This is an optimization exercise on Yosys and OpenROAD, whose aim is small area, a short achievable clock period and few clock cycles per item, not a production implementation. RTL that was checked went through simulation tests only; none was proved equivalent to the original. No functional check of the RTL was part of run 7. Power figures rest on the tool's default switching activity, not on a simulated workload.

==> flow/design.v, too long to show whole: its modules and the start of the top module <==
// module iir_orde1_core: 1333 lines
// module iir_orde1_axis_wrapper: 213 lines
module iir_orde1_axis_wrapper #(
    parameter integer C_S_AXI_DATA_WIDTH = 32,
    parameter integer C_S_AXI_ADDR_WIDTH = 4,
    parameter integer DATA_WIDTH         = 32   
)(
    input  wire aclk,
    input  wire aresetn,   
    input  wire [DATA_WIDTH-1:0] s_axis_tdata,
    input  wire                  s_axis_tvalid,
    output wire                  s_axis_tready,
    input  wire                  s_axis_tlast,
    output wire [DATA_WIDTH-1:0] m_axis_tdata,
    output reg                   m_axis_tvalid,
    input  wire                  m_axis_tready,
    output reg                   m_axis_tlast,
    input  wire [C_S_AXI_ADDR_WIDTH-1:0] s_axi_awaddr,
    input  wire                          s_axi_awvalid,
    output wire                          s_axi_awready,
    input  wire [C_S_AXI_DATA_WIDTH-1:0] s_axi_wdata,
    input  wire [C_S_AXI_DATA_WIDTH/8-1:0] s_axi_wstrb,
    input  wire                          s_axi_wvalid,
    output wire                          s_axi_wready,
    output wire [1:0]                    s_axi_bresp,
    output wire                          s_axi_bvalid,
    input  wire                          s_axi_bready,
    input  wire [C_S_AXI_ADDR_WIDTH-1:0] s_axi_araddr,
    input  wire                          s_axi_arvalid,
    output wire                          s_axi_arready,
    output wire [C_S_AXI_DATA_WIDTH-1:0] s_axi_rdata,
    output wire [1:0]                    s_axi_rresp,
    output wire                          s_axi_rvalid,
    input  wire                          s_axi_rready
);
  // ...
==> flow/flow/run.sh <==
#!/bin/bash
# The standard layout (the standard.sh, unchanged synthesis and SDC) with
# two changes to how ORFS builds it:
#  - the port buffers are plain buf_2 cells (ORFS otherwise picks a slow
#    delay-buffer cell for them); every port is still buffered;
#  - timing repair aims at a slack margin, so it works on the paths that
#    set the achieved period.
set -o pipefail
export SETUP_SLACK_MARGIN=10.6
export BUFFER_PORTS_ARGS="-inputs -outputs -buffer_cell sky130_fd_sc_hd__buf_2"
bash standard.sh > standard.log 2>&1
==> flow/standard.sh <==
#!/bin/bash
# synth_recipe.tcl (not shown) runs the flow's synth.tcl, then flattens the netlist and writes it again
# the make line also repeats each setting of config.mk as NAME=value (left out here)
make -C /OpenROAD-flow-scripts/flow DESIGN_CONFIG=/design/flow/config.mk WORK_HOME=/design/flow/orfs CLKGATE_MAP_FILE= SYNTH_SCRIPT=/design/flow/synth_recipe.tcl "${@:-finish}"
==> flow/config.mk <==
export PLATFORM = sky130hd
export DESIGN_NAME = iir_orde1_axis_wrapper
export DESIGN_NICKNAME = iir_orde1_axis_wrapper
export VERILOG_FILES = /design/flow/design.v
export SDC_FILE = /design/flow/constraint.sdc
export NUM_CORES = 4
export LEC_CHECK = 0
export CAP_MARGIN = 20
export CORE_MARGIN = 2
export CORE_UTILIZATION = 40
export SLEW_MARGIN = 20
==> flow/constraint.sdc <==
create_clock -name core_clock -period 15.0 [get_ports {aclk}]
set_input_delay 3.0000 -clock core_clock [delete_from_list [all_inputs] [get_ports {aclk}]]
set_output_delay 3.0000 -clock core_clock [all_outputs]
set_load 0.01 [all_outputs]
==> flow_summary.toml, run 1 <==
[clock_network]
cts_resized = 79
htreeDepth = 2
clk_path_buf_depth = 3
cts_root_buffer = "clkbuf_16"

[synth]
synth.most_common_cell = "nand2_1"
synth_top_cell_area_share = 0.210
netlist_area_um2 = 34800
synth_xor_area_frac = 0.111

[finish]
inverters = 392
multi_input_area_share = 0.548
multi_input_cells = 2295

[floorplanning]
io-pin-count = 162

[critical_path]
r2r_cells = 13
cp_top_family = "adder cells"
slowest_stage = "fa_1"
worstReg2RegEnd = "core.ps[13]"
cpMostUsedCell = "fa_1"

[power]
seqPwrFrac = 0.345
combPwrFrac = 0.410

[detailed_routing]
via_per_inst = 5.42
drt-total-wl_mm = 99.3
postRouteAntennaNets = 0

[hold_path]
hold_path.class = "flip-flop to flip-flop"

[status]
status = "timing/DRC/antenna clean"

[timing]
worst_pin_slew_ns = 0.995
grt_setup_unrepaired = "yes"

[global_routing]
grt_busiest_layer = "met2"
Testbench counts, summed over its fixed seeds: cycles 8,320, items 4,096.
==> module iir_orde1_axis_wrapper, before the edit <==
module iir_orde1_axis_wrapper #(
    parameter integer C_S_AXI_DATA_WIDTH = 32,
    parameter integer C_S_AXI_ADDR_WIDTH = 4,
    parameter integer DATA_WIDTH         = 32   
)(
    input  wire aclk,
    input  wire aresetn,   
    input  wire [DATA_WIDTH-1:0] s_axis_tdata,
    input  wire                  s_axis_tvalid,
    output wire                  s_axis_tready,
    input  wire                  s_axis_tlast,
    output wire [DATA_WIDTH-1:0] m_axis_tdata,
    output reg                   m_axis_tvalid,
    input  wire                  m_axis_tready,
    output reg                   m_axis_tlast,
    input  wire [C_S_AXI_ADDR_WIDTH-1:0] s_axi_awaddr,
    input  wire                          s_axi_awvalid,
    output wire                          s_axi_awready,
    input  wire [C_S_AXI_DATA_WIDTH-1:0] s_axi_wdata,
    input  wire [C_S_AXI_DATA_WIDTH/8-1:0] s_axi_wstrb,
    input  wire                          s_axi_wvalid,
    output wire                          s_axi_wready,
    output wire [1:0]                    s_axi_bresp,
    output wire                          s_axi_bvalid,
    input  wire                          s_axi_bready,
    input  wire [C_S_AXI_ADDR_WIDTH-1:0] s_axi_araddr,
    input  wire                          s_axi_arvalid,
    output wire                          s_axi_arready,
    output wire [C_S_AXI_DATA_WIDTH-1:0] s_axi_rdata,
    output wire [1:0]                    s_axi_rresp,
    output wire                          s_axi_rvalid,
    input  wire                          s_axi_rready
);
    reg [C_S_AXI_DATA_WIDTH-1:0] reg_ctrl;
    reg [C_S_AXI_DATA_WIDTH-1:0] reg_a0;
    reg [C_S_AXI_DATA_WIDTH-1:0] reg_a1;
    reg [C_S_AXI_DATA_WIDTH-1:0] reg_b1;
    reg axi_awready;
    reg axi_wready;
    reg axi_bvalid;
    reg axi_arready;
    reg [C_S_AXI_DATA_WIDTH-1:0] axi_rdata;
    reg axi_rvalid;
    reg aw_en;   
    assign s_axi_awready = axi_awready;
    assign s_axi_wready  = axi_wready;
    assign s_axi_bresp   = 2'b00;   
    assign s_axi_bvalid  = axi_bvalid;
    assign s_axi_arready = axi_arready;
    assign s_axi_rdata   = axi_rdata;
    assign s_axi_rresp   = 2'b00;   
    assign s_axi_rvalid  = axi_rvalid;
    wire reg_write = axi_awready && s_axi_awvalid &&
                     axi_wready  && s_axi_wvalid && ~axi_bvalid;
    always @(posedge aclk) begin
        if (!aresetn) begin
            axi_awready <= 1'b0;
            axi_wready  <= 1'b0;
            axi_bvalid  <= 1'b0;
            aw_en       <= 1'b1;
            reg_ctrl    <= 32'h0000_0001;  
            reg_a0      <= 32'd0;
            reg_a1      <= 32'd0;
            reg_b1      <= 32'd0;
        end else begin
            if (~axi_awready && s_axi_awvalid && aw_en) begin
                axi_awready <= 1'b1;
                aw_en       <= 1'b0;
            end else begin
                axi_awready <= 1'b0;
            end
            if (~axi_wready && s_axi_wvalid) begin
                axi_wready <= 1'b1;
            end else begin
                axi_wready <= 1'b0;
            end
            if (reg_write) begin
                axi_bvalid <= 1'b1;
                case (s_axi_awaddr[3:2])
                    2'h0: reg_ctrl <= s_axi_wdata;
                    2'h1: reg_a0   <= s_axi_wdata;
                    2'h2: reg_a1   <= s_axi_wdata;
                    2'h3: reg_b1   <= s_axi_wdata;
                    default: ;
                endcase
            end else if (s_axi_bready && axi_bvalid) begin
                axi_bvalid <= 1'b0;
                aw_en      <= 1'b1;
            end
        end
    end
    always @(posedge aclk) begin
        if (!aresetn) begin
            axi_arready <= 1'b0;
            axi_rvalid  <= 1'b0;
            axi_rdata   <= 32'd0;
        end else begin
            if (~axi_arready && s_axi_arvalid)
                axi_arready <= 1'b1;
            else
                axi_arready <= 1'b0;
            if (axi_arready && s_axi_arvalid && ~axi_rvalid) begin
                axi_rvalid <= 1'b1;
                case (s_axi_araddr[3:2])
                    2'h0: axi_rdata <= reg_ctrl;
                    2'h1: axi_rdata <= reg_a0;
                    2'h2: axi_rdata <= reg_a1;
                    2'h3: axi_rdata <= reg_b1;
                    default: axi_rdata <= 32'd0;
                endcase
            end else if (axi_rvalid && s_axi_rready) begin
                axi_rvalid <= 1'b0;
            end
        end
    end
    wire go = ~m_axis_tvalid | m_axis_tready;
    reg        rdy;                   
    reg [1:0]  cnt;                   
    reg [15:0] e0_d, e1_d;
    reg        e0_l, e1_l;            
    reg        e0_c, e1_c;            
    reg        hc;                    
    reg        ph;                    
    reg        p_v, q_v;              
    assign s_axis_tready = rdy;
    wire accept = s_axis_tvalid & rdy;
    wire idle = (cnt == 2'd0) & ~p_v & ~q_v;
    wire adv  = go & ~(idle & ~ph);
    wire f_v = (cnt != 2'd0) & (hc == ph);
    wire pop = adv & f_v;
    wire [1:0] cnt_next = cnt - {1'b0, pop} + {accept, 1'b0};
    wire tvalid_next = (adv & q_v & q_ch) | (m_axis_tvalid & ~m_axis_tready);
    wire ph_next     = ph ^ adv;
    wire hc_next     = hc ^ pop;
    wire ctrl0_next = (reg_write && s_axi_awaddr[3:2] == 2'h0) ?
                      s_axi_wdata[0] : reg_ctrl[0];
    always @(posedge aclk) begin
        if (!aresetn) begin
            rdy <= 1'b1;
            cnt <= 2'd0;
            hc  <= 1'b0;
            ph  <= 1'b0;
        end else begin
            rdy <= ctrl0_next & ~tvalid_next &
                   ((cnt_next == 2'd0) |
                    ((cnt_next == 2'd1) & (ph_next == hc_next)));
            cnt <= cnt_next;
            if (pop)
                hc <= ~hc;
            if (adv)
                ph <= ~ph;
        end
    end
    always @(posedge aclk) begin
        if (accept) begin
            {e0_l, e0_c, e0_d} <= {s_axis_tlast, reg_ctrl[1], s_axis_tdata[31:16]};
            {e1_l, e1_c, e1_d} <= {s_axis_tlast, reg_ctrl[1], s_axis_tdata[15:0]};
        end else if (pop) begin
            {e0_l, e0_c, e0_d} <= {e1_l, e1_c, e1_d};
        end
    end
    reg p_l, p_c, p_ch;               
    reg q_l, q_c, q_ch;               
    reg [31:0] out_d;
    wire [15:0] y_new;
    wire [15:0] y_left;
    always @(posedge aclk) begin
        if (!aresetn) begin
            p_v           <= 1'b0;
            q_v           <= 1'b0;
            m_axis_tvalid <= 1'b0;
        end else begin
            if (adv) begin
                p_v <= f_v;
                q_v <= p_v;
            end
            if (adv & q_v & q_ch)
                m_axis_tvalid <= 1'b1;
            else if (m_axis_tready)
                m_axis_tvalid <= 1'b0;
        end
    end
    always @(posedge aclk) begin
        if (adv) begin
            p_l  <= e0_l;
            p_c  <= e0_c;
            p_ch <= hc;
            q_l  <= p_l;
            q_c  <= p_c;
            q_ch <= p_ch;
        end
        if (adv & q_v & q_ch) begin
            out_d        <= {y_left, y_new};
            m_axis_tlast <= q_l;
        end
    end
    assign m_axis_tdata = out_d;
    iir_orde1_core core (
        .clk   (aclk),
        .rst   (~aresetn),
        .go    (adv),
        .fv    (f_v),
        .fclr  (e0_c),
        .lbv   (q_v),
        .lbclr (q_c),
        .x_in  (e0_d),
        .a0    (reg_a0[15:0]),
        .a1    (reg_a1[15:0]),
        .b1    (reg_b1[15:0]),
        .y_new (y_new),
        .ya    (y_left)
    );
endmodule
==> inputs of run 2 (changes only) <==
--- a/flow/design.v
+++ b/flow/design.v
@@ -1429,5 +1429,4 @@
             axi_arready <= 1'b0;
             axi_rvalid  <= 1'b0;
-            axi_rdata   <= 32'd0;
         end else begin
             if (~axi_arready && s_axi_arvalid)
@@ -1435,16 +1434,18 @@
             else
                 axi_arready <= 1'b0;
-            if (axi_arready && s_axi_arvalid && ~axi_rvalid) begin
+            if (axi_arready && s_axi_arvalid && ~axi_rvalid)
                 axi_rvalid <= 1'b1;
-                case (s_axi_araddr[3:2])
-                    2'h0: axi_rdata <= reg_ctrl;
-                    2'h1: axi_rdata <= reg_a0;
-                    2'h2: axi_rdata <= reg_a1;
-                    2'h3: axi_rdata <= reg_b1;
-                    default: axi_rdata <= 32'd0;
-                endcase
-            end else if (axi_rvalid && s_axi_rready) begin
+            else if (axi_rvalid && s_axi_rready)
                 axi_rvalid <= 1'b0;
-            end
+        end
+    end
+    always @(posedge aclk) begin
+        if (~axi_rvalid) begin
+            case (s_axi_araddr[3:2])
+                2'h0: axi_rdata <= reg_ctrl;
+                2'h1: axi_rdata <= reg_a0;
+                2'h2: axi_rdata <= reg_a1;
+                default: axi_rdata <= reg_b1;
+            endcase
         end
     end
--- a/flow/flow/run.sh
+++ b/flow/flow/run.sh
@@ -7,5 +7,6 @@
 #    set the achieved period.
 set -o pipefail
-export SETUP_SLACK_MARGIN=10.6
+export SETUP_SLACK_MARGIN=10.5
+export MATCH_CELL_FOOTPRINT=0
 export BUFFER_PORTS_ARGS="-inputs -outputs -buffer_cell sky130_fd_sc_hd__buf_2"
 bash standard.sh > standard.log 2>&1
==> run 2 against run 1 <==
Compared with the run above:
- still clean on timing, DRC and antenna
- power about the same
- final cell count decreased by 2.2%
- synthesized cell count decreased by 3.1%
- sequential power about the same
- final area decreased by 0.45%
- die area decreased by 0.58%
- global-route usage decreased by 0.72 points
- setup slack improved by 0.0017 ns
- sequential cell count unchanged
- clock skew increased by 0.018 ns
- largest cell class unchanged
==> flow_summary.toml, run 2 <==
[critical_path]
required_ns = 15.33
cp_top_family = "adder cells"
cp.arrival_ns = 4.76
cp_cell_sequence = "inv_4 > xnor2_1 > fa_1 > fa_1 > fa_1 > fa_1 > fa_1 > inv_1 > fa_1"
crit_fanout = 16
slowest_delay_ns = 0.58
timing.rr.start = "reg_a1[7]"
slowest_stage = "fa_1"
critPathCaptureType = "flip-flop"
worstReg2RegEnd = "core.ps[16]"
critPathBufInv = 2
r2r_cells = 9
cpMostUsedCell = "fa_1"
r2r_setup_slack_ns = 10.57
crit_cells = 9
setup.worst_path.start_class = "flip-flop"
crit_type = "flip-flop to flip-flop"

[power]
p_sw_uw = 2040
combPwrFrac = 0.397
leakagePower_uw = 0.0148
p_clk_frac = 0.254
ir_worst_vdd_mv = 0.141
seqPwrFrac = 0.349
swShare = 0.391
power_density_nw_per_um2 = 135
intPower_uw = 3180

[synth]
synth_flop_cell = "dfxtp_1"
async_flop_share = 0
synth-edff-count = 206
ys.warnings.count = 2
avgSynthCellArea_um2 = 10.3
yosysSeqAreaShare = 0.326
synthTopCellsByCount = "nand2_1 (423), inv_1 (385), fa_1 (366)"
synth_top_cell_area_share = 0.212
yosys-top-cells-area = "fa_1 (21%), edfxtp_1 (18%), dfxtp_1 (15%), a22oi_1 (7.8%), xor2_1 (6.0%)"
yosysTopAreaCell = "fa_1"
synth_seq_cells = 460
synth.most_common_cell = "nand2_1"
netlist_area_um2 = 34600
synthCells = 3367
synthDistinctLibCells = 70

[placed_design]
port-buffer-count = 149
dpl.hpwl_mm = 64.6
placed_area_um2 = 36100
pre_cts_slack_ns = 9.01
gp_congestion = 0.883
dp.cells = 4410

[floorplanning]
die_w_um = 298
fp.dieH_um = 298
io-pin-count = 162
coreArea_um2 = 85400
rows = 107
initial_utilization = 0.405
die_area_um2 = 88900

[detailed_routing]
num_vias = 24500
drt-total-wl_mm = 95.9
wl_per_cell_um = 21.0
drc = 0
via_per_inst = 5.36
drt_pre_antenna_iters = 5
drt-initial-drc-count = 2066
postRouteAntennaNets = 0

[finish]
nNetsFinal = 3890
area_delta_synth_final_pct = 12.2
drive_above_1_share = 0.153
n_fill_cell = 8194
fin_cells = 4560
layout_common_cells = "nand2_1 (423), inv_1 (383), fa_1 (359)"
stdcell_area_um2 = 38800
final_util = 0.455
layout_commonest_cell = "nand2_1"
multi_input_area_um2 = 20900
seq_area_um2 = 11400

[hold_path]
hold_start = "reg_a1[0]"
hold_path_end = "core.a1_one[0]"
hold_path.class = "flip-flop to flip-flop"
whs_path_depth = 0

[status]
status = "timing/DRC/antenna clean"

[global_routing]
grt_pass1_wl_mm = 148
grt_usage = 0.213
grt-ovfl-total = 0
grt_max_degree = 129
grt_pass1_vias = 24500
antenna_found_initial = 2

[timing]
layout_setup_ws_ns = 10.57
fin_tns_setup_ns = 0
hold_violations = 0
slew_headroom = 0.325
finalClockSkew_ns = 0.0615
setup_viol = 0
fin_crit_sh = 0.296
max_freq_mhz = 225
worst_pin_slew_ns = 0.987
fin_crit_ns = 4.44
grt_setup_unrepaired = "yes"
final_max_slew_viol_count = 0

[clock_network]
cts_tree = "yes"
htreeDepth = 2
clk_path_buf_depth = 3
clk_pin_slew_ns = 0.06
cts_made_buffers = 53
insertion_delay_ns = 0.65
cts_root_buffer = "clkbuf_16"
cts_sinks = 460
cts_hold_buffers = 0

[run]
maxCapViolations = 0
## run 2: cell families (layout without fill, tap and decap cells)
kind of cell,count (synthesis),count (layout),synth area share
AO/OA/AOI/OAI,728,728,0.155
AND/OR/NAND/NOR,530,530,0.0637
adder cells (fa/ha/maj),434,434,0.236
buffers and inverters,713,758,0.0783
XOR/XNOR,442,442,0.112
multiplexers,59,59,0.0294
other,1,5,0.000108
flip-flops,460,460,0.326
## run 2: layout make-up
type	count	share of cell area
Tap cell	1144	0.0369
Multi-Input combinational cell	2197	0.538
Sequential cell	460	0.293
Inverter	393	0.0391
Timing Repair Buffer	264	0.0465
Timing Repair inverter	1	0.000290
Clock buffer	75	0.0392
Antenna cell	1	0.0000645
Clock inverter	25	0.00761
## run 2: power groups by stage
stage / Sequential [µW] / Combinational (µW) / Clock (µW)
final: 1820 / 2070 / 1330
after floorplan: 1780 / 1410 / 0
after global placement: 1930 / 1810 / 0
after CTS: 1820 / 2010 / 1360
after global routing: 1850 / 2310 / 1410
after detailed placement: 1940 / 1830 / 0
## run 2: worst max path at each step
| stage | start | endpoint | slack (ns) |
|---|---|---|---|
| 2_1_floorplan | s_axi_araddr[2] | axi_rdata[10] | 10.43 |
| 3_3_place_gp | m_axis_tready | core.ya[0] | 9.02 |
| 3_5_place_dp | m_axis_tready | core.ya[0] | 9.01 |
| 4_1_cts | e0_d[13] | core.ps[13] | 10.51 |
| 5_1_grt | reg_b1[3] | core.qk | 10.44 |
| 6_report | reg_a1[7] | core.ps[16] | 10.57 |
## run 2: worst reg2reg max path, stage by stage, from the launching register on
cell	delay [ns]
dfxtp_2	0.52
inv_4	0.22
xnor2_1	0.29
fa_1	0.47
fa_1	0.54
fa_1	0.58
fa_1	0.46
fa_1	0.54
inv_1	0.05
fa_1	0.45
## run 2: routing by layer
layer  wire, µm  up-vias  global-route usage
li1           -    11100                   -
met1      42500    12100               0.300
met2      42500     1042               0.328
met3       8050      178              0.0446
met4       2810        0              0.0650
met5          0        -                   0
## run 2: stage by stage
step,hold WS [ns],total power (µW)
after floorplan,0.361,3180
after global placement,0.380,3740
after detailed placement,0.381,3760
after CTS,0.392,5200
after global routing,0.407,5570
final,0.392,5220
## run 2: repair_timing
item / CTS / global route
pin swaps: 6 / 50
gates cloned: 0 / 2
endpoints found under the setup margin: 113 / 19
gates resized for setup: 48 / 86
setup buffers: 41 / 6
Testbench counts of run 2, summed over its fixed seeds: cycles 8,320, items 4,096.
==> inputs of run 3 (changes only) <==
--- a/flow/flow/run.sh
+++ b/flow/flow/run.sh
@@ -7,5 +7,5 @@
 #    set the achieved period.
 set -o pipefail
-export SETUP_SLACK_MARGIN=10.5
+export SETUP_SLACK_MARGIN=10.8
 export MATCH_CELL_FOOTPRINT=0
 export BUFFER_PORTS_ARGS="-inputs -outputs -buffer_cell sky130_fd_sc_hd__buf_2"
==> run 3 against run 2 <==
Compared with the run above:
- clock power is 3% lower
- largest power group unchanged
- power is 3.7% higher
- routed wire length is 4.2% higher
- combinational power is 11% higher
- sequential power hardly changed
- still clean
==> flow_summary.toml, run 3 <==
[run]
maxCapViolations = 0

[global_routing]
grt-ovfl-total = 0
grt_use_met2 = 0.342
grt_pass1_wl_mm = 153
grt_busiest_layer = "met2"
use_met1 = 0.308
global_route.usage.met3 = 0.0504
grt_pass1_vias = 25100
grt_usage = 0.220
grt_max_degree = 96
antenna_found_initial = 4

[critical_path]
r2r_cells = 11
worstReg2RegEnd = "core.ps[12]"
cp_cell_sequence = "buf_12 > buf_6 > a22oi_2 > xnor2_2 > fa_2 > fa_2 > fa_2 > fa_1 > inv_2 > fa_1 > fa_2"
required_ns = 15.38
slowest_delay_ns = 0.56
crit_type = "flip-flop to flip-flop"
critPathCaptureType = "flip-flop"
timing.rr.start = "e0_d[10]"
cpMostUsedCell = "fa_2"
setup.worst_path.start_class = "flip-flop"
crit_fanout = 8
cp.arrival_ns = 4.76
r2r_setup_slack_ns = 10.62
slowest_stage = "fa_2"

[power]
leakagePower_uw = 0.0151
swShare = 0.390
ir_worst_vdd_mv = 0.140
p_sw_uw = 2110
p_clk_frac = 0.238
power_density_nw_per_um2 = 136
combPwrFrac = 0.422
seqPwrFrac = 0.339
intPower_uw = 3300

[clock_network]
cts_sinks = 460
cts_tree = "yes"
htreeDepth = 2
insertion_delay_ns = 0.63
clk_path_buf_depth = 3
cts_root_buffer = "clkbuf_16"
cts_made_buffers = 51
clk_pin_slew_ns = 0.07

[synth]
synthDistinctLibCells = 70
yosysTopAreaCell = "fa_1"
synthTopCellsByCount = "nand2_1 (423), inv_1 (385), fa_1 (366)"
synth_flop_cell = "dfxtp_1"
synthCells = 3367
async_flop_share = 0
yosysSeqAreaShare = 0.326
synth.most_common_cell = "nand2_1"
ys.warnings.count = 2
avgSynthCellArea_um2 = 10.3
synth_seq_cells = 460
synth-edff-count = 206
netlist_area_um2 = 34600
yosys-top-cells-area = "fa_1 (21%), edfxtp_1 (18%), dfxtp_1 (15%), a22oi_1 (7.8%), xor2_1 (6.0%)"
synth_top_cell_area_share = 0.212

[timing]
worst_pin_slew_ns = 0.977
slew_headroom = 0.332
fin_crit_sh = 0.292
grt_setup_unrepaired = "yes"
final_max_slew_viol_count = 0
finalClockSkew_ns = 0.0386
setup_viol = 0
fin_tns_setup_ns = 0
max_freq_mhz = 228
fin_crit_ns = 4.38
hold_violations = 0

[finish]
nNetsFinal = 3926
drive_above_1_share = 0.184
area_delta_synth_final_pct = 14.9
fin_cells = 4593
final_util = 0.465
layout_common_cells = "nand2_1 (423), inv_1 (377), fa_1 (344)"
layout_commonest_cell = "nand2_1"

[detailed_routing]
num_vias = 24800
wl_per_cell_um = 21.8
drt-total-wl_mm = 99.9
drt_pre_antenna_iters = 6
postRouteAntennaNets = 0
drt-initial-drc-count = 2134
drc = 0
via_per_inst = 5.41

[hold_path]
hold_start = "reg_a0[0]"
whs_path_depth = 0
hold_path.class = "flip-flop to flip-flop"
hold_path_end = "core.a0_one[0]"

[floorplanning]
fp.dieH_um = 298
die_w_um = 298
initial_utilization = 0.405
die_area_um2 = 88900
io-pin-count = 162
rows = 107
coreArea_um2 = 85400

[placed_design]
dpl.hpwl_mm = 66.1
gp_congestion = 0.874
dp.cells = 4417
port-buffer-count = 149

[status]
status = "timing/DRC/antenna clean"
run 3: final cells by class:
cell class / count / area [µm²]
clock inverter: 16 / 225
multi-input combinational: 2197 / 21100
clock buffer: 79 / 1540
timing repair inverter: 2 / 17.5
tap: 1144 / 1430
fill: 8045 / 45700
timing repair buffer: 301 / 2470
antenna: 1 / 2.50
sequential: 460 / 11400
inverter: 393 / 1520
run 3: worst max-delay path by stage:
stage / from / end / slack [ns]
after floorplan: e0_d[8] / core.ps[13] / 10.73
after global placement: m_axis_tready / core.xb[7] / 9.26
after detailed placement: m_axis_tready / core.xb[10] / 9.22
after CTS: e0_d[9] / core.ps[13] / 10.62
after global routing: e0_d[10] / core.ps[12] / 10.51
final: e0_d[10] / core.ps[12] / 10.62
run 3: per-stage QoR:
step / total power (µW) / hold WS [ns] / setup WS, ns / instance area (µm²)
floorplan: 3250 / 0.361 / 10.73 / 35100
global placement: 3750 / 0.395 / 9.26 / 36300
detailed placement: 3790 / 0.393 / 9.22 / 36300
CTS: 5260 / 0.402 / 10.62 / 38900
global route: 5780 / 0.411 / 10.51 / 39800
finish: 5420 / 0.400 / 10.62 / 39800
run 3: power groups by stage:
stage,combinational [µW],sequential (µW),clock (µW)
2_1_floorplan,1470,1780,0
3_3_place_gp,1800,1950,0
3_5_place_dp,1840,1950,0
4_1_cts,2110,1830,1320
5_1_grt,2540,1860,1370
6_report,2290,1840,1290
run 3: cell families after synthesis:
logic type / count (synthesis) / synth area share
AO/OA/AOI/OAI: 728 / 0.155
buffers and inverters: 713 / 0.0783
AND/OR/NAND/NOR: 530 / 0.0637
flip-flops: 460 / 0.326
XOR/XNOR: 442 / 0.112
adder cells (fa/ha/maj): 434 / 0.236
multiplexers: 59 / 0.0294
other: 1 / 0.000108
run 3: routing by layer:
layer  vias to the layer above  wire length, µm
met5                         -               11
met4                         2             2870
met3                       200             9210
met2                      1173            44600
met1                     12200            43200
li1                      11200                -
run 3: critical path, delay by kind of cell, from the launching register on:
kind	cells	cell delay (ns)
AOI/OAI and AO/OA	1	0.22
adders and majority gates	6	3.03
DFF	1	0.42
buffers and inverters	3	0.33
xor gates and xnor gates	1	0.15
run 3: what timing repair did:
item | in CTS | in global routing
buffers inserted | 50 | 23
pin swaps | 22 | 54
gates resized for setup | 128 | 138
cloned | 1 | 6
hold buffers | 0 | 0
setup endpoints to repair | 139 | 60
==> inputs of run 4 (changes only) <==
--- a/flow/flow/run.sh
+++ b/flow/flow/run.sh
@@ -7,6 +7,5 @@
 #    set the achieved period.
 set -o pipefail
-export SETUP_SLACK_MARGIN=10.8
-export MATCH_CELL_FOOTPRINT=0
+export SETUP_SLACK_MARGIN=10.5
 export BUFFER_PORTS_ARGS="-inputs -outputs -buffer_cell sky130_fd_sc_hd__buf_2"
 bash standard.sh > standard.log 2>&1
--- a/flow/config.mk
+++ b/flow/config.mk
@@ -6,4 +6,5 @@
 export NUM_CORES = 4
 export LEC_CHECK = 0
+export ABC_CLOCK_PERIOD_IN_PS = 4400
 export CAP_MARGIN = 20
 export CORE_MARGIN = 2
==> run 4 against run 3 <==
Compared with the run above:
- largest power group unchanged
- non-clock buffer count down 37
- count of clock-buffer cells in the layout decreased by 4
- register-to-register slack worse by 0.06 ns
- sequential power about the same
==> flow_summary.toml, run 4 <==
[clock_network]
htreeDepth = 2
cts_tree = "yes"
cts_made_buffers = 53
cts_sinks = 460
insertion_delay_ns = 0.65
clk_path_buf_depth = 3
cts_root_buffer = "clkbuf_16"
clk_pin_slew_ns = 0.06

[status]
status = "timing/DRC/antenna clean"

[power]
seqPwrFrac = 0.349
ir_worst_vdd_mv = 0.141
swShare = 0.391
power_density_nw_per_um2 = 135
p_clk_frac = 0.254
combPwrFrac = 0.397
power_uw = 5220
intPower_uw = 3180
p_sw_uw = 2040
leakagePower_uw = 0.0148

[global_routing]
grt_max_degree = 129
grt_pass1_vias = 24500
grt-ovfl-total = 0
antenna_found_initial = 2
grt_pass1_wl_mm = 148
grt_usage = 0.213

[critical_path]
cpMostUsedCell = "fa_1"
r2r_setup_slack_ns = 10.57
cp_cell_sequence = "inv_4 > xnor2_1 > fa_1 > fa_1 > fa_1 > fa_1 > fa_1 > inv_1 > fa_1"
critPathCaptureType = "flip-flop"
slowest_stage = "fa_1"
required_ns = 15.33
slowest_delay_ns = 0.58
cp.arrival_ns = 4.76
crit_fanout = 16
setup.worst_path.start_class = "flip-flop"
crit_type = "flip-flop to flip-flop"

[floorplanning]
fp.dieH_um = 298
rows = 107
die_w_um = 298
initial_utilization = 0.405
io-pin-count = 162
coreArea_um2 = 85400
die_area_um2 = 88900

[finish]
stdcell_area_um2 = 38800
area_delta_synth_final_pct = 12.2
nNetsFinal = 3890
layout_common_cells = "nand2_1 (423), inv_1 (383), fa_1 (359)"
drive_above_1_share = 0.153
fin_cells = 4560
layout_commonest_cell = "nand2_1"

[timing]
hold_violations = 0
fin_crit_ns = 4.44
fin_crit_sh = 0.296
max_freq_mhz = 225
setup_viol = 0
grt_setup_unrepaired = "yes"
final_max_slew_viol_count = 0
fin_tns_setup_ns = 0
worst_pin_slew_ns = 0.987
finalClockSkew_ns = 0.0615
slew_headroom = 0.325

[placed_design]
dp.cells = 4410
placed_area_um2 = 36100
dpl.hpwl_mm = 64.6
port-buffer-count = 149
gp_congestion = 0.883

[synth]
async_flop_share = 0
synth_top_cell_area_share = 0.212
synth.most_common_cell = "nand2_1"
synthDistinctLibCells = 70
synthTopCellsByCount = "nand2_1 (423), inv_1 (385), fa_1 (366)"
synth_flop_cell = "dfxtp_1"
netlist_area_um2 = 34600
yosysTopAreaCell = "fa_1"
synthCells = 3367
ys.warnings.count = 2
synth-edff-count = 206
yosysSeqAreaShare = 0.326
synth_seq_cells = 460
yosys-top-cells-area = "fa_1 (21%), edfxtp_1 (18%), dfxtp_1 (15%), a22oi_1 (7.8%), xor2_1 (6.0%)"
avgSynthCellArea_um2 = 10.3

[detailed_routing]
drt-initial-drc-count = 2066
postRouteAntennaNets = 0
wl_per_cell_um = 21.0
drc = 0
num_vias = 24500
via_per_inst = 5.36
drt-total-wl_mm = 95.9
drt_pre_antenna_iters = 5

[run]
maxCapViolations = 0

[hold_path]
hold_path.class = "flip-flop to flip-flop"
==> run 4: cell types whose count changed in the layout (fill, tap and decap cells not counted), moves of 8 or more <==
cell	change
dfxtp_4	-10
buf_12	-16
fa_2	-15
buf_6	-8
a22oi_2	-30
a22oi_1	+30
dfxtp_1	+18
dfxtp_2	-8
fa_1	+15
==> run 4: per-stage QoR <==
step | setup slack (ns) | hold slack, ns | util
2_1_floorplan | 10.43 | 0.361 | -
3_3_place_gp | 9.02 | 0.380 | 0.423
3_5_place_dp | 9.01 | 0.381 | 0.423
4_1_cts | 10.51 | 0.392 | 0.450
5_1_grt | 10.44 | 0.407 | 0.455
6_report | 10.57 | 0.392 | 0.455
==> run 4: timing repair <==
| action | 4_1_cts | 5_1_grt |
|---|---|---|
| pin swaps | 6 | 50 |
| gates resized for setup | 48 | 86 |
| setup buffers | 41 | 6 |
| hold buffers | 0 | 0 |
| endpoints found under the setup margin | 113 | 19 |
| gates cloned | 0 | 2 |
==> run 4: worst max-delay path: cells and delay by family, from the launching register on <==
kind	cells	cell delay, ns
xor+xnor	1	0.27
fa+ha+maj	6	3.04
buf+inv	2	0.27
flops	1	0.52
==> run 4: logic make-up (layout without fill, tap and decap cells) <==
family | count (synthesis) | count (layout) | synth area share
other | 1 | 5 | 0.000108
buffers and inverters | 713 | 758 | 0.0783
and+or+nand+nor | 530 | 530 | 0.0637
AOI/OAI and AO/OA | 728 | 728 | 0.155
muxes | 59 | 59 | 0.0294
xor gates and xnor gates | 442 | 442 | 0.112
adders and majority gates | 434 | 434 | 0.236
DFF | 460 | 460 | 0.326
==> run 4: area by class of cell <==
| type | count | area (µm²) |
|---|---|---|
| fillers | 8194 | 46600 |
| multi-input cells | 2197 | 20900 |
| flip-flops and latches | 460 | 11400 |
| repair buffers | 264 | 1810 |
| clock buffers | 75 | 1520 |
| inverters | 393 | 1520 |
| well taps | 1144 | 1430 |
| clock inverters | 25 | 295 |
| repair inverters | 1 | 11.3 |
| diodes | 1 | 2.50 |
==> run 4: path summary, 6_finish.rpt <==
check	start	end	cells after the start
max	reg_a1[7]	core.ps[16]	9
min	reg_a1[0]	core.a1_one[0]	0
max reg2reg	reg_a1[7]	core.ps[16]	9
min reg2reg	reg_a1[0]	core.a1_one[0]	0
==> run 4: layer usage <==
metal | GRT usage | vias up | routed length (µm)
li1 | - | 11100 | -
met1 | 0.300 | 12100 | 42500
met2 | 0.328 | 1042 | 42500
met3 | 0.0446 | 178 | 8050
met4 | 0.0650 | 0 | 2810
met5 | 0 | - | 0
==> run 4: power by group through the flow <==
| stage | Sequential (µW) | Clock (µW) | Combinational, µW |
|---|---|---|---|
| 2_1_floorplan | 1780 | 0 | 1410 |
| 3_3_place_gp | 1930 | 0 | 1810 |
| 3_5_place_dp | 1940 | 0 | 1830 |
| 4_1_cts | 1820 | 1360 | 2010 |
| 5_1_grt | 1850 | 1410 | 2310 |
| 6_report | 1820 | 1330 | 2070 |
==> inputs of run 5 (changes only) <==
--- a/flow/config.mk
+++ b/flow/config.mk
@@ -6,5 +6,5 @@
 export NUM_CORES = 4
 export LEC_CHECK = 0
-export ABC_CLOCK_PERIOD_IN_PS = 4400
+export ABC_AREA = 1
 export CAP_MARGIN = 20
 export CORE_MARGIN = 2
==> run 5 against run 4 <==
Compared with the run above:
- sequential power grew 2%
- clock power shrank 5%
- clock skew down 0.037 ns
- hold slack got worse by 0.023 ns
- sequential share of layout area is 0.45 points lower
- final cell count increased by 9.5%
- sequential cell count stayed put
- final area up 1.4%
- via count up 7.9%
- largest cell class unchanged
==> flow_summary.toml, run 5 <==
[placed_design]
dpl.hpwl_mm = 69.7
port-buffer-count = 149
gp_congestion = 0.968
dp.cells = 4696

[timing]
slew_headroom = 0.357
fin_crit_sh = 0.303
hold_violations = 0
final_max_slew_viol_count = 0
fin_tns_setup_ns = 0
finalClockSkew_ns = 0.0244
grt_setup_unrepaired = "yes"
setup_viol = 0
max_freq_mhz = 220
fin_crit_ns = 4.54
worst_pin_slew_ns = 0.962

[synth]
yosys-top-cells-area = "fa_1 (22%), edfxtp_1 (18%), dfxtp_1 (15%), xor2_1 (11%), o22ai_1 (7.2%)"
yosysTopAreaCell = "fa_1"
yosysSeqAreaShare = 0.333
async_flop_share = 0
synthDistinctLibCells = 51
netlist_area_um2 = 33800
synth_flop_cell = "dfxtp_1"
ys.warnings.count = 2
synthCells = 3619
avgSynthCellArea_um2 = 9.35
synth.most_common_cell = "inv_1"
synth-edff-count = 206
synthTopCellsByCount = "inv_1 (622), xor2_1 (412), o22ai_1 (387)"
synth_top_cell_area_share = 0.217
synth_seq_cells = 460

[critical_path]
cp.arrival_ns = 4.89
crit_type = "flip-flop to flip-flop"
setup.worst_path.start_class = "flip-flop"
critPathBufInv = 4
cp_top_family = "adder cells"
cp_cell_sequence = "clkinvlp_4 > buf_6 > buf_6 > o22ai_4 > xor2_2 > fa_2 > fa_2 > fa_1 > fa_1 > fa_1 > inv_1 > fa_1"
required_ns = 15.34
slowest_stage = "fa_2"
critPathCaptureType = "flip-flop"
cpMostUsedCell = "fa_1"
crit_fanout = 8
slowest_delay_ns = 0.63

[detailed_routing]
drc = 0
wl_per_cell_um = 20.1
drt-initial-drc-count = 2642
drt_pre_antenna_iters = 8
num_vias = 26400
via_per_inst = 5.28
postRouteAntennaNets = 0
drt-total-wl_mm = 100

[global_routing]
antenna_found_initial = 2
grt-ovfl-total = 0
grt_max_degree = 103
grt_usage = 0.225
grt_pass1_vias = 25000
grt_pass1_wl_mm = 150

[floorplanning]
fp.dieH_um = 295
die_area_um2 = 86900
die_w_um = 295
rows = 106
coreArea_um2 = 83700
io-pin-count = 162
initial_utilization = 0.404

[clock_network]
cts_hold_buffers = 0
clk_pin_slew_ns = 0.06
clk_path_buf_depth = 3
cts_root_buffer = "clkbuf_16"
cts_made_buffers = 49
cts_sinks = 460
cts_tree = "yes"
insertion_delay_ns = 0.62
htreeDepth = 2

[finish]
fin_cells = 4994
area_delta_synth_final_pct = 16.3
seq_area_um2 = 11300
layout_common_cells = "inv_1 (587), xor2_1 (402), o22ai_1 (358)"
multi_input_area_um2 = 19400
nNetsFinal = 4339
layout_commonest_cell = "inv_1"
diodes = 0
drive_above_1_share = 0.182
n_fill_cell = 7902

[power]
power_density_nw_per_um2 = 141
ir_worst_vdd_mv = 0.130
leakagePower_uw = 0.0162

[status]
status = "timing/DRC/antenna clean"

[hold_path]
hold_path.class = "flip-flop to flip-flop"

[run]
maxCapViolations = 0
==> run 5: timing repair <==
item	4_1_cts	5_1_grt
setup endpoints to repair	107	118
resized for setup	110	134
hold endpoints to repair	0	0
cloned	0	2
buffers inserted	64	140
pin swaps	3	51
==> run 5: metrics by stage <==
stage	utilization	setup slack [ns]	total power (µW)	hold WS, ns	cell area [µm²]
2_1_floorplan	-	10.50	3440	0.351	33900
3_3_place_gp	0.422	9.40	4040	0.367	35300
3_5_place_dp	0.422	9.35	4070	0.369	35300
4_1_cts	0.451	10.23	5410	0.371	37700
5_1_grt	0.470	10.34	5930	0.391	39400
6_report	0.470	10.46	5560	0.369	39400
==> run 5: worst register-to-register path, stage by stage, from the launching register on <==
cell	delay, ns
dfxtp_2	0.36
clkinvlp_4	0.20
buf_6	0.18
buf_6	0.11
o22ai_4	0.16
xor2_2	0.18
fa_2	0.50
fa_2	0.63
fa_1	0.45
fa_1	0.51
fa_1	0.52
inv_1	0.05
fa_1	0.42
==> run 5: cells by family (layout without fill, tap and decap cells) <==
group,Yosys count,count (layout),synth area share
AOI/OAI and AO/OA,930,930,0.157
xor gates and xnor gates,419,419,0.108
adders and majority gates,434,434,0.242
buffers and inverters,930,1168,0.106
DFF,460,460,0.333
muxes,1,1,0.000296
other,1,4,0.000111
and+or+nand+nor,444,444,0.0540
==> run 5: layout make-up <==
type	instances	share of cell area
Sequential cell	460	0.288
Clock inverter	26	0.00833
Multi-Input combinational cell	2232	0.492
Tap cell	1134	0.0361
Inverter	695	0.0750
Timing Repair inverter	1	0.000127
Clock buffer	66	0.0341
Timing Repair Buffer	380	0.0660
==> run 5: power by group <==
group          internal (µW)  switching (µW)
clock                    737             523
sequential              1710             148
combinational            801            1640
==> run 5: worst paths after layout <==
path | cells past startpoint | to | slack [ns] | start
worst max-delay path | 12 | core.ps[15] | 10.46 | core.a0_one[2]
worst min-delay path | 0 | core.a0_one[0] | 0.37 | reg_a0[0]
worst max register to register | 12 | core.ps[15] | 10.46 | core.a0_one[2]
worst min register to register | 0 | core.a0_one[0] | 0.37 | reg_a0[0]
==> run 5: layer usage <==
layer | routed length [µm] | part of all wire | up-vias | track usage
li1 | - | - | 12100 | -
met1 | 41200 | 0.41 | 12500 | 0.307
met2 | 43700 | 0.44 | 1428 | 0.340
met3 | 10400 | 0.10 | 320 | 0.0542
met4 | 4870 | 0.049 | 2 | 0.0956
met5 | 13 | 0.00013 | - | 0
==> inputs of run 6 (changes only) <==
--- a/flow/config.mk
+++ b/flow/config.mk
@@ -6,5 +6,4 @@
 export NUM_CORES = 4
 export LEC_CHECK = 0
-export ABC_AREA = 1
 export CAP_MARGIN = 20
 export CORE_MARGIN = 2
==> run 6 against run 5 <==
Compared with the run above:
- largest power group unchanged
- count of clock-buffer cells in the layout increased by 9
- combinational power down 15%
- fmax grew 2.5%
- still clean on timing, DRC and antenna
- sequential share of layout area grew 0.45 points
- clock skew rose by 0.037 ns
==> flow_summary.toml, run 6 <==
[status]
status = "timing/DRC/antenna clean"

[floorplanning]
initial_utilization = 0.405
coreArea_um2 = 85400
die_area_um2 = 88900
rows = 107
fp.dieH_um = 298
die_w_um = 298
io-pin-count = 162

[synth]
synthDistinctLibCells = 70
yosysTopAreaCell = "fa_1"
synthCells = 3367
synth.most_common_cell = "nand2_1"
netlist_area_um2 = 34600
synth_flop_cell = "dfxtp_1"
synthTopCellsByCount = "nand2_1 (423), inv_1 (385), fa_1 (366)"
ys.warnings.count = 2
synth-edff-count = 206
yosys-top-cells-area = "fa_1 (21%), edfxtp_1 (18%), dfxtp_1 (15%), a22oi_1 (7.8%), xor2_1 (6.0%)"
yosysSeqAreaShare = 0.326
avgSynthCellArea_um2 = 10.3
synth_top_cell_area_share = 0.212
async_flop_share = 0
synth_seq_cells = 460

[finish]
layout_commonest_cell = "nand2_1"
layout_common_cells = "nand2_1 (423), inv_1 (383), fa_1 (359)"
drive_above_1_share = 0.153
area_delta_synth_final_pct = 12.2
final_util = 0.455
nNetsFinal = 3890
stdcell_area_um2 = 38800

[clock_network]
cts_sinks = 460
clk_path_buf_depth = 3
clk_pin_slew_ns = 0.06
cts_made_buffers = 53
cts_hold_buffers = 0
cts_root_buffer = "clkbuf_16"
htreeDepth = 2
cts_tree = "yes"
insertion_delay_ns = 0.65

[critical_path]
setup.worst_path.start_class = "flip-flop"
required_ns = 15.33
cp.arrival_ns = 4.76
crit_type = "flip-flop to flip-flop"
critPathCaptureType = "flip-flop"
crit_fanout = 16

[power]
combPwrFrac = 0.397
intPower_uw = 3180
power_density_nw_per_um2 = 135
p_clk_frac = 0.254
p_sw_uw = 2040
leakagePower_uw = 0.0148
ir_worst_vdd_mv = 0.141
swShare = 0.391
seqPwrFrac = 0.349

[detailed_routing]
postRouteAntennaNets = 0
wl_per_cell_um = 21.0
drc = 0
via_per_inst = 5.36
drt-initial-drc-count = 2066
drt-total-wl_mm = 95.9
drt_pre_antenna_iters = 5
num_vias = 24500

[global_routing]
antenna_found_initial = 2
grt_pass1_wl_mm = 148
grt_usage = 0.213
grt-ovfl-total = 0
grt_max_degree = 129
grt_pass1_vias = 24500

[timing]
slew_headroom = 0.325
final_max_slew_viol_count = 0
fin_crit_ns = 4.44
setup_viol = 0
fin_crit_sh = 0.296
worst_pin_slew_ns = 0.987
hold_violations = 0
max_freq_mhz = 225
finalClockSkew_ns = 0.0615
grt_setup_unrepaired = "yes"
fin_tns_setup_ns = 0

[placed_design]
placed_area_um2 = 36100
port-buffer-count = 149
dpl.hpwl_mm = 64.6
gp_congestion = 0.883

[hold_path]
hold_path.class = "flip-flop to flip-flop"

[run]
maxCapViolations = 0
run 6: power groups by stage:
stage	Sequential, µW	Combinational, µW	Clock (µW)
4_1_cts	1820	2010	1360
2_1_floorplan	1780	1410	0
3_3_place_gp	1930	1810	0
5_1_grt	1850	2310	1410
6_report	1820	2070	1330
3_5_place_dp	1940	1830	0
run 6: layer usage:
layer / GRT usage / routed length (µm) / vias up
met2: 0.328 / 42500 / 1042
met3: 0.0446 / 8050 / 178
met4: 0.0650 / 2810 / 0
li1: - / - / 11100
met1: 0.300 / 42500 / 12100
met5: 0 / 0 / -
run 6: cell type report:
cell class | instances | area, µm²
Clock buffer | 75 | 1520
Fill cell | 8194 | 46600
Multi-Input combinational cell | 2197 | 20900
Clock inverter | 25 | 295
Timing Repair inverter | 1 | 11.3
Sequential cell | 460 | 11400
Timing Repair Buffer | 264 | 1810
Antenna cell | 1 | 2.50
Inverter | 393 | 1520
Tap cell | 1144 | 1430
run 6: logic make-up (layout without fill, tap and decap cells):
logic type / Yosys count / in the layout / share of synthesized area
other: 1 / 5 / 0.000108
adders and majority gates: 434 / 434 / 0.236
xor gates and xnor gates: 442 / 442 / 0.112
muxes: 59 / 59 / 0.0294
and+or+nand+nor: 530 / 530 / 0.0637
DFF: 460 / 460 / 0.326
AOI/OAI and AO/OA: 728 / 728 / 0.155
buffers and inverters: 713 / 758 / 0.0783
run 6: what timing repair did:
item | 4_1_cts | 5_1_grt
gates cloned | 0 | 2
pin swaps | 6 | 50
setup endpoints to repair | 113 | 19
hold endpoints to repair | 0 | 0
resized for setup | 48 | 86
setup buffers | 41 | 6
run 6: critical path, cell delays in order, from the launching register on:
cell     delay, ns
dfxtp_2       0.52
inv_4         0.22
xnor2_1       0.27
fa_1          0.47
fa_1          0.54
fa_1          0.58
fa_1          0.46
fa_1          0.54
inv_1         0.05
fa_1          0.45
run 6: path summary, 6_finish.rpt:
kind,from,to,slack [ns],cells past startpoint
setup / recovery,reg_a1[7],core.ps[16],10.57,9
hold / removal,reg_a1[0],core.a1_one[0],0.39,0
setup reg to reg,reg_a1[7],core.ps[16],10.57,9
hold reg to reg,reg_a1[0],core.a1_one[0],0.39,0
run 6: metrics by stage:
step                      power, µW  worst slack, ns  hold WS (ns)  std cells
after global routing           5570            10.44         0.407       4559
after floorplan                3180            10.43         0.361       3370
after CTS                      5200            10.51         0.392       4551
after detailed placement       3760             9.01         0.381       4410
final                          5220            10.57         0.392       4560
after global placement         3740             9.02         0.380       4410
==> inputs of run 7 (changes only) <==
--- a/flow/design.v
+++ b/flow/design.v
@@ -1454,6 +1454,6 @@
     reg [1:0]  cnt;                   
     reg [15:0] e0_d, e1_d;
-    reg        e0_l, e1_l;            
-    reg        e0_c, e1_c;            
+    reg        e_l;                   
+    reg        e_c;                   
     reg        hc;                    
     reg        ph;                    
@@ -1490,12 +1490,15 @@
     always @(posedge aclk) begin
         if (accept) begin
-            {e0_l, e0_c, e0_d} <= {s_axis_tlast, reg_ctrl[1], s_axis_tdata[31:16]};
-            {e1_l, e1_c, e1_d} <= {s_axis_tlast, reg_ctrl[1], s_axis_tdata[15:0]};
+            e_l  <= s_axis_tlast;
+            e_c  <= reg_ctrl[1];
+            e0_d <= s_axis_tdata[31:16];
+            e1_d <= s_axis_tdata[15:0];
         end else if (pop) begin
-            {e0_l, e0_c, e0_d} <= {e1_l, e1_c, e1_d};
+            e0_d <= e1_d;
         end
     end
-    reg p_l, p_c, p_ch;               
-    reg q_l, q_c, q_ch;               
+    reg p_l, p_c;                     
+    reg q_l, q_c;                     
+    wire q_ch = ph;
     reg [31:0] out_d;
     wire [15:0] y_new;
@@ -1519,10 +1522,8 @@
     always @(posedge aclk) begin
         if (adv) begin
-            p_l  <= e0_l;
-            p_c  <= e0_c;
-            p_ch <= hc;
+            p_l  <= e_l;
+            p_c  <= e_c;
             q_l  <= p_l;
             q_c  <= p_c;
-            q_ch <= p_ch;
         end
         if (adv & q_v & q_ch) begin
@@ -1537,5 +1538,5 @@
         .go    (adv),
         .fv    (f_v),
-        .fclr  (e0_c),
+        .fclr  (e_c),
         .lbv   (q_v),
         .lbclr (q_c),
==> run 7 against run 6 <==
Compared with the run above:
- highest routed layer is now met5
- critical path type unchanged
- final area is 0.96% lower
- via count is 1.0% lower
- first-iteration DRC count is 4.0% lower
- die area is 0.83% lower
- hold slack worse by 0.016 ns
- combinational power is 9% lower
- synthesized cell count is 0.83% lower
- utilization is 0.30 points lower
==> flow_summary.toml, run 7 <==
[status]
status = "timing/DRC/antenna clean"

[critical_path]
setup.worst_path.start_class = "flip-flop"
crit_type = "flip-flop to flip-flop"
cp.arrival_ns = 4.88
r2r_setup_slack_ns = 10.49
cp_top_family = "adder cells"
slowest_delay_ns = 0.56
worstReg2RegEnd = "core.ps[14]"
critPathCaptureType = "flip-flop"
r2r_cells = 12
crit_fanout = 4
required_ns = 15.37
timing.rr.start = "e0_d[14]"
cpMostUsedCell = "fa_1"
critPathBufInv = 4
slowest_stage = "fa_1"
cp_cell_sequence = "buf_4 > a22oi_2 > xor2_1 > fa_1 > inv_1 > fa_1 > inv_1 > fa_2 > fa_2 > fa_1 > fa_1 > inv_1"

[synth]
yosys-top-cells-area = "fa_1 (21%), edfxtp_1 (18%), dfxtp_1 (15%), a22oi_1 (7.9%), xor2_1 (6.0%)"
yosysSeqAreaShare = 0.325
synth-edff-count = 202
synth_flop_cell = "dfxtp_1"
synth_compound_area_frac = 0.154
synthDistinctLibCells = 64
synthAdderAreaFrac = 0.238
synth.most_common_cell = "nand2_1"
netlist_area_um2 = 34300
synth_top_cell_area_share = 0.214
synth_mux_area_frac = 0.0277
synthCells = 3339
async_flop_share = 0
avgSynthCellArea_um2 = 10.3
synth_top_family_by_area = "adder cells"
synth_seq_cells = 456
synth_xor_area_frac = 0.114
yosysTopAreaCell = "fa_1"
ys.warnings.count = 2
synthSimpleGateAreaFrac = 0.0622
synthTopCellsByCount = "nand2_1 (414), inv_1 (380), fa_1 (366)"

[global_routing]
grt_pass1_vias = 24600
grt_usage = 0.215
antenna_found_initial = 3
grt_pass1_wl_mm = 149
grt_max_degree = 113
grt-ovfl-total = 0

[floorplanning]
die_w_um = 297
die_area_um2 = 88200
coreArea_um2 = 85100
initial_utilization = 0.403
io-pin-count = 162
fp.dieH_um = 297
rows = 107

[detailed_routing]
drt-total-wl_mm = 95.5
drt-initial-drc-count = 1984
via_per_inst = 5.34
postRouteAntennaNets = 0
num_vias = 24200
drt_pre_antenna_iters = 6
wl_per_cell_um = 21.1
drc = 0

[timing]
finalClockSkew_ns = 0.0220
fin_crit_ns = 4.51
max_freq_mhz = 222
setup_viol = 0
final_max_slew_viol_count = 0
fin_tns_setup_ns = 0
hold_violations = 0
fin_crit_sh = 0.301
slew_headroom = 0.305
worst_pin_slew_ns = 1.04
grt_setup_unrepaired = "yes"

[finish]
nNetsFinal = 3865
layout_commonest_cell = "nand2_1"
layout_common_cells = "nand2_1 (414), inv_1 (379), fa_1 (356)"
drive_above_1_share = 0.150
area_delta_synth_final_pct = 12.0

[placed_design]
dpl.hpwl_mm = 64.8
gp_congestion = 0.908
port-buffer-count = 149

[power]
leakagePower_uw = 0.0147
power_density_nw_per_um2 = 131
power_uw = 5050
ir_worst_vdd_mv = 0.122

[hold_path]
whs_path_depth = 0
hold_path.class = "flip-flop to flip-flop"
hold_path_end = "core.a1_one[0]"
hold_start = "reg_a1[0]"

[clock_network]
cts_sinks = 456
cts_root_buffer = "clkbuf_16"
clk_path_buf_depth = 3
clk_pin_slew_ns = 0.06
htreeDepth = 2
cts_made_buffers = 52
cts_tree = "yes"
insertion_delay_ns = 0.62

[run]
maxCapViolations = 0
-- run 7: changes by cell type after synthesis, sizes merged, moves of 6 or more --
cell    change
clkbuf      -6
inv         -6
nand2       -6
nand2b      +6
nor2        -6
nor2b       -7
-- run 7: area by class of cell --
type,count,area (µm²)
repair buffers,268,1790
diodes,2,5.00
clock buffers,79,1600
clock inverters,18,280
multi-input cells,2180,20600
well taps,1144,1430
fillers,8105,46700
inverters,387,1490
flip-flops and latches,456,11200
-- run 7: metrics by stage --
step / util / hold WS (ns) / std cells / instance area, µm² / setup WS, ns
detailed placement: 0.421 / 0.376 / 4386 / 35800 / 9.14
floorplan: - / 0.361 / 3342 / 34400 / 10.50
global route: 0.452 / 0.391 / 4534 / 38400 / 10.36
global placement: 0.421 / 0.374 / 4386 / 35800 / 9.21
finish: 0.452 / 0.376 / 4534 / 38400 / 10.49
CTS: 0.448 / 0.380 / 4523 / 38200 / 10.47
-- run 7: worst max-delay path by stage --
| stage | startpoint | end | slack, ns | cells after the start |
|---|---|---|---|---|
| 2_1_floorplan | s_axi_araddr[3] | axi_rdata[15] | 10.50 | 4 |
| 3_3_place_gp | m_axis_tready | core.xb[2] | 9.21 | 8 |
| 3_5_place_dp | m_axis_tready | core.xb[0] | 9.14 | 8 |
| 4_1_cts | m_axis_tready | rdy | 10.47 | 11 |
| 5_1_grt | core.ya[5] | core.qk | 10.36 | 15 |
| 6_report | e0_d[14] | core.ps[14] | 10.49 | 12 |
-- run 7: power by group --
part	internal, µW	switching (µW)	total [µW]	leakage (µW)
Sequential	1640	137	1780	0.00412
Clock	843	545	1390	0.000926
Combinational	654	1230	1880	0.00963
-- run 7: cell families (layout without fill, tap and decap cells) --
kind of cell	Yosys count	in the layout
mux	53	53
flops	456	456
simple gates	518	518
fa+ha+maj	434	434
compound gates	724	724
buf+inv	706	752
other cells	1	6
xor+xnor	447	447
-- run 7: worst register-to-register path, stage by stage, from the launching register on --
cell	delay, ns
edfxtp_1	0.53
buf_4	0.20
a22oi_2	0.15
xor2_1	0.11
fa_1	0.56
inv_1	0.06
fa_1	0.55
inv_1	0.06
fa_2	0.56
fa_2	0.44
fa_1	0.49
fa_1	0.51
inv_1	0.03
-- run 7: routing by layer --
metal / up-vias / share of wire / GRT usage
met3: 159 / 0.084 / 0.0479
met4: 2 / 0.027 / 0.0628
met1: 12000 / 0.44 / 0.300
met5: - / 0.00014 / 0
li1: 11000 / - / -
met2: 1014 / 0.45 / 0.337
-- run 7: what timing repair did --
action,4_1_cts,5_1_grt
pin swaps,1,38
cloned,0,1
gates resized for setup,50,53
buffers inserted,40,8
hold endpoints to repair,0,0
hold buffers,0,0
endpoints found under the setup margin,100,28

-- re-timing with driven ports --
Ports are ideal in the flow. The routed layouts listed here were re-timed in OpenROAD. Step 1: set_driving_cell puts a clkbuf_16 on aclk and a buf_2 on each other input, an assumption about the parent block. Step 2 adds t to the input delays and takes it off the output delays; t is the mean of the earliest and latest rising clock arrival at the registers after step 1. Input paths then give back, and output paths get back, about the clock's delay inside the block. Three values: no drivers, after step 1, after step 2; two values: the first two.
| run | shift t [ns] | setup slack, ns | worst register clock-pin slew, ns |
|---|---|---|---|
| run 1 | 0.675 | 10.563 / 10.563 / 10.083 | 0.07 / 0.07 |
| run 2 | 0.677 | 10.565 / 10.565 / 10.032 | 0.07 / 0.07 |
| run 3 | 0.678 | 10.620 / 10.620 / 10.275 | 0.07 / 0.07 |
| run 4 | 0.677 | 10.565 / 10.565 / 10.032 | 0.07 / 0.07 |
| run 5 | 0.675 | 10.456 / 10.456 / 10.000 | 0.07 / 0.07 |
| run 6 | 0.677 | 10.565 / 10.565 / 10.032 | 0.07 / 0.07 |
| run 7 | 0.667 | 10.491 / 10.491 / 9.973 | 0.07 / 0.07 |
After both steps setup and hold are still met in every run listed.
